From an optimization exercise on the open Yosys and OpenROAD flow, aimed at small area; shortcuts taken in it are not production practice. Function was checked by simulation only, so behaviour that the tests miss may differ from the original. Power is estimated from default activity; no workload was simulated.

==> fjord <==
==> flow/design.v <==
`timescale 1ns / 1ps
module stopwatch
    #(parameter CLOCK_COUNT = 9)(
    input clk, up, down, load, reset_n,
    output [7:0] AN,
    output [6:0] sseg,
    output DP
    );
    reg [9:0] db;
    wire db_hi = &db[9:1];
    wire pulse = db_hi & ~db[0];
    wire db_sat = db_hi & db[0];
    always @(posedge clk)
        if (!load)
            db <= 10'd23;
        else if (!db_sat)
            db <= db + 1'b1;
    reg run;
    always @(posedge clk, negedge reset_n)
        if (!reset_n)
            run <= 1'b0;
        else if (pulse)
            run <= ~run;
    reg [3:0] T;
    wire t_end = T[3] & T[0];
    always @(posedge clk, negedge reset_n)
        if (!reset_n)
            T <= 4'd0;
        else if (run)
            T <= t_end ? 4'd0 : T + 1'b1;
    wire tick = run & t_end;
    reg [3:0] d0, d1, d2, d4;
    reg [2:0] d3, d5;
    wire e9_0 = d0[3] & d0[0];
    wire e9_1 = d1[3] & d1[0];
    wire e9_2 = d2[3] & d2[0];
    wire e5_3 = d3[2] & d3[0];
    wire e9_4 = d4[3] & d4[0];
    wire e5_5 = d5[2] & d5[0];
    wire c1 = tick & e9_0;
    wire c2 = c1 & e9_1;
    wire c3 = c2 & e9_2;
    wire c4 = c3 & e5_3;
    wire c5 = c4 & e9_4;
    always @(posedge clk, negedge reset_n)
        if (!reset_n) begin
            d0 <= 4'd0; d1 <= 4'd0; d2 <= 4'd0;
            d3 <= 3'd0; d4 <= 4'd0; d5 <= 3'd0;
        end else begin
            if (tick) d0 <= e9_0 ? 4'd0 : d0 + 1'b1;
            if (c1)   d1 <= e9_1 ? 4'd0 : d1 + 1'b1;
            if (c2)   d2 <= e9_2 ? 4'd0 : d2 + 1'b1;
            if (c3)   d3 <= e5_3 ? 3'd0 : d3 + 1'b1;
            if (c4)   d4 <= e9_4 ? 4'd0 : d4 + 1'b1;
            if (c5)   d5 <= e5_5 ? 3'd0 : d5 + 1'b1;
        end
    reg [2:0] R;
    reg [2:0] X;
    wire r_end = R[2] & R[1];
    always @(posedge clk, negedge reset_n)
        if (!reset_n) begin
            R <= 3'd0;
            X <= 3'd0;
        end else begin
            R <= r_end ? 3'd0 : R + 1'b1;
            if (r_end) X <= X + 1'b1;
        end
    reg S_en, S_dp;
    reg [3:0] S_val;
    always @(posedge clk) begin
        case (X)
            3'd0: {S_en, S_val, S_dp} <= {1'b1, d0, 1'b1};
            3'd1: {S_en, S_val, S_dp} <= {1'b1, d1, 1'b1};
            3'd2: {S_en, S_val, S_dp} <= {1'b1, d2, 1'b0};
            3'd3: {S_en, S_val, S_dp} <= {1'b1, 1'b0, d3, 1'b1};
            3'd4: {S_en, S_val, S_dp} <= {1'b1, d4, 1'b0};
            3'd5: {S_en, S_val, S_dp} <= {1'b1, 1'b0, d5, 1'b1};
            default: {S_en, S_val, S_dp} <= 6'b0;
        endcase
    end
    assign AN = S_en ? ~(8'b1 << X) : 8'hFF;
    assign DP = S_dp;
    reg [6:0] seg;
    always @(*)
        case (S_val)  
            4'h0: seg = 7'b1000000;
            4'h1: seg = 7'b1111001;
            4'h2: seg = 7'b0100100;
            4'h3: seg = 7'b0110000;
            4'h4: seg = 7'b0011001;
            4'h5: seg = 7'b0010010;
            4'h6: seg = 7'b0000010;
            4'h7: seg = 7'b1111000;
            4'h8: seg = 7'b0000000;
            4'h9: seg = 7'b0010000;
            4'hA: seg = 7'b0001000;
            4'hB: seg = 7'b0000011;
            4'hC: seg = 7'b1000110;
            4'hD: seg = 7'b0100001;
            4'hE: seg = 7'b0000110;
            default: seg = 7'b0001110;
        endcase
    assign sseg = seg;
endmodule
==> flow/run.sh <==
#!/bin/bash
# synth_recipe.tcl (not shown) runs the flow's synth.tcl, then flattens the netlist and writes it again
# the make line also repeats each setting of config.mk as NAME=value (left out here)
make -C /OpenROAD-flow-scripts/flow DESIGN_CONFIG=/design/flow/config.mk WORK_HOME=/design/flow/orfs CLKGATE_MAP_FILE= SYNTH_SCRIPT=/design/flow/synth_recipe.tcl finish
==> flow/config.mk <==
export PLATFORM = sky130hd
export DESIGN_NAME = stopwatch
export DESIGN_NICKNAME = stopwatch
export VERILOG_FILES = /design/flow/design.v
export SDC_FILE = /design/flow/constraint.sdc
export NUM_CORES = 4
export LEC_CHECK = 0
export CAP_MARGIN = 20
export CORE_MARGIN = 2
export CORE_UTILIZATION = 40
export SLEW_MARGIN = 20
==> flow/constraint.sdc <==
create_clock -name core_clock -period 10.0 [get_ports {clk}]
set_input_delay 2.0000 -clock core_clock [delete_from_list [all_inputs] [get_ports {clk}]]
set_output_delay 2.0000 -clock core_clock [all_outputs]
set_load 0.01 [all_outputs]
==> raven: changes against fjord <==
==> flow/design.v (replaced) <==
`timescale 1ns / 1ps
module stopwatch
    #(parameter CLOCK_COUNT = 9)(
    input clk, up, down, load, reset_n,
    output [7:0] AN,
    output [6:0] sseg,
    output DP
    );
    localparam [9:0] DB_START = 10'b1111100110;
    localparam [9:0] DB_PULSE = 10'b1111111110;
    reg [9:0] db;
    wire pulse = (db == DB_PULSE);
    wire db_fb = ~(db[9] ^ db[6]);
    always @(posedge clk)
        if (!load)
            db <= DB_START;
        else
            db <= {db[8:0], db_fb} | {10{pulse}};
    reg run;
    always @(posedge clk, negedge reset_n)
        if (!reset_n)
            run <= 1'b0;
        else if (pulse)
            run <= ~run;
    reg [3:0] T;
    wire t_end = T[3] & T[0];
    always @(posedge clk, negedge reset_n)
        if (!reset_n)
            T <= 4'd0;
        else
            T <= T ^ {run & (T[0] & T[1] & T[2] | t_end),
                      run & T[0] & T[1],
                      run & T[0] & ~T[3],
                      run};
    wire tick = run & t_end;
    reg [3:0] d0, d1, d2, d4;
    reg [2:0] d3, d5;
    wire e9_0 = d0[3] & d0[0];
    wire e9_1 = d1[3] & d1[0];
    wire e9_2 = d2[3] & d2[0];
    wire e5_3 = d3[2] & d3[0];
    wire e9_4 = d4[3] & d4[0];
    wire c1 = tick & e9_0;
    wire c2 = c1 & e9_1;
    wire c3 = c2 & e9_2;
    wire c4 = c3 & e5_3;
    wire c5 = c4 & e9_4;
    function [3:0] inc10(input [3:0] q, input e);
        inc10 = q ^ {e & (q[0] & q[1] & q[2] | q[3] & q[0]),
                     e & q[0] & q[1],
                     e & q[0] & ~q[3],
                     e};
    endfunction
    function [2:0] inc6(input [2:0] q, input e);
        inc6 = q ^ {e & q[0] & (q[1] | q[2]),
                    e & q[0] & ~q[2],
                    e};
    endfunction
    always @(posedge clk, negedge reset_n)
        if (!reset_n) begin
            d0 <= 4'd0; d1 <= 4'd0; d2 <= 4'd0;
            d3 <= 3'd0; d4 <= 4'd0; d5 <= 3'd0;
        end else begin
            d0 <= inc10(d0, tick);
            d1 <= inc10(d1, c1);
            d2 <= inc10(d2, c2);
            d3 <= inc6(d3, c3);
            d4 <= inc10(d4, c4);
            d5 <= inc6(d5, c5);
        end
    reg [2:0] R;
    reg [2:0] X;
    wire r_end = R[2] & ~R[1] & ~R[0];
    always @(posedge clk, negedge reset_n)
        if (!reset_n) begin
            R <= 3'd0;
            X <= 3'd0;
        end else begin
            R <= {R[1:0], ~(R[2] ^ R[1])};
            X <= X ^ {r_end & X[0] & X[1], r_end & X[0], r_end};
        end
    reg S_en, S_dp;
    reg [3:0] S_val;
    always @(posedge clk) begin
        S_en  <= ~(X[2] & X[1]);
        S_dp  <= ~(X == 3'd2 || X == 3'd4 || X[2] & X[1]);
        S_val <= ({4{X == 3'd0}} & d0) | ({4{X == 3'd1}} & d1) |
                 ({4{X == 3'd2}} & d2) | ({4{X == 3'd3}} & {1'b0, d3}) |
                 ({4{X == 3'd4}} & d4) | ({4{X == 3'd5}} & {1'b0, d5});
    end
    assign AN = ~({8{S_en}} & (8'b1 << X));
    assign DP = S_dp;
    wire [3:0] v = S_val;
    wire seg_a = ~v[3] & ~v[2] & ~v[1] & v[0] | v[2] & ~v[1] & ~v[0];
    wire seg_b = v[2] & (v[1] ^ v[0]);
    wire seg_c = ~v[2] & v[1] & ~v[0];
    wire seg_d = seg_a | v[2] & v[1] & v[0];
    wire seg_e = v[0] | v[2] & ~v[1];
    wire seg_f = v[1] & v[0] | ~v[2] & v[1] | ~v[3] & ~v[2] & v[0];
    wire seg_g = ~v[3] & ~v[2] & ~v[1] | v[2] & v[1] & v[0];
    assign sseg = {seg_g, seg_f, seg_e, seg_d, seg_c, seg_b, seg_a};
endmodule
==> results.txt <==
Average cell area after synthesis: raven 11.0 um^2; fjord 9.94 um^2
Fin crit share: raven 0.385; fjord 0.407
Critical Path Fanout Max: raven 16; fjord 17
Routing usage on met2: raven 0.179; fjord 0.232
Sum of met2 wire segment lengths after detailed routing: raven 1.40 mm; fjord 2.32 mm
Met3 wire length: raven 163 um; fjord 111 um
Well-tap cell count: raven 72; fjord 80
Final Hold Slack: raven 386 ps; fjord 431 ps
Count of cells along the worst register-to-register path: raven 6; fjord 7
Sequential cell fraction of total power: raven 0.624; fjord 0.590
Final non-filler cell area: raven 2520 um^2; fjord 3090 um^2
R2r endpoint: raven d5[1]; fjord sseg[3]
Static leakage: raven 1.14 nW; fjord 1.45 nW
Worst hold path startpoint: raven R[1]; fjord R[0]
Data buffer area share: raven 0.0743; fjord 0.0608
Compound-cell area share of the yosys netlist: raven 0.0621; fjord 0.114
Outcome: raven timing/DRC/antenna clean; fjord timing/DRC/antenna clean
Core Footprint: raven 5440 um^2; fjord 6720 um^2
Clock Skew: raven 6.37 ps; fjord 6.53 ps
Slowest cell delay on critical path: raven 720 ps; fjord 700 ps

==> what the ideal ports hide <==
The results above use ideal ports. As a check the final layouts listed here were re-extracted and re-timed, cells and wires unchanged. Step 1 assumes that a clkbuf_16 drives the clock port and a buf_2 every other input. Step 2 times the ports against the registers' clock, not the clock port: input delays grow and output delays shrink by t, the midpoint of the rising clock arrivals with the driver on. Three values: ideal, step 1, step 2; two values: the first two.
run | shift t [ns] | slack for setup (ns) | worst hold slack (ns)
fjord | 0.329 | 5.934 / 5.908 / 6.237 | 0.431 / 0.431 / 0.431
raven | 0.321 | 6.155 / 6.129 / 6.450 | 0.386 / 0.386 / 0.386
After both steps setup and hold are still met in every run listed.
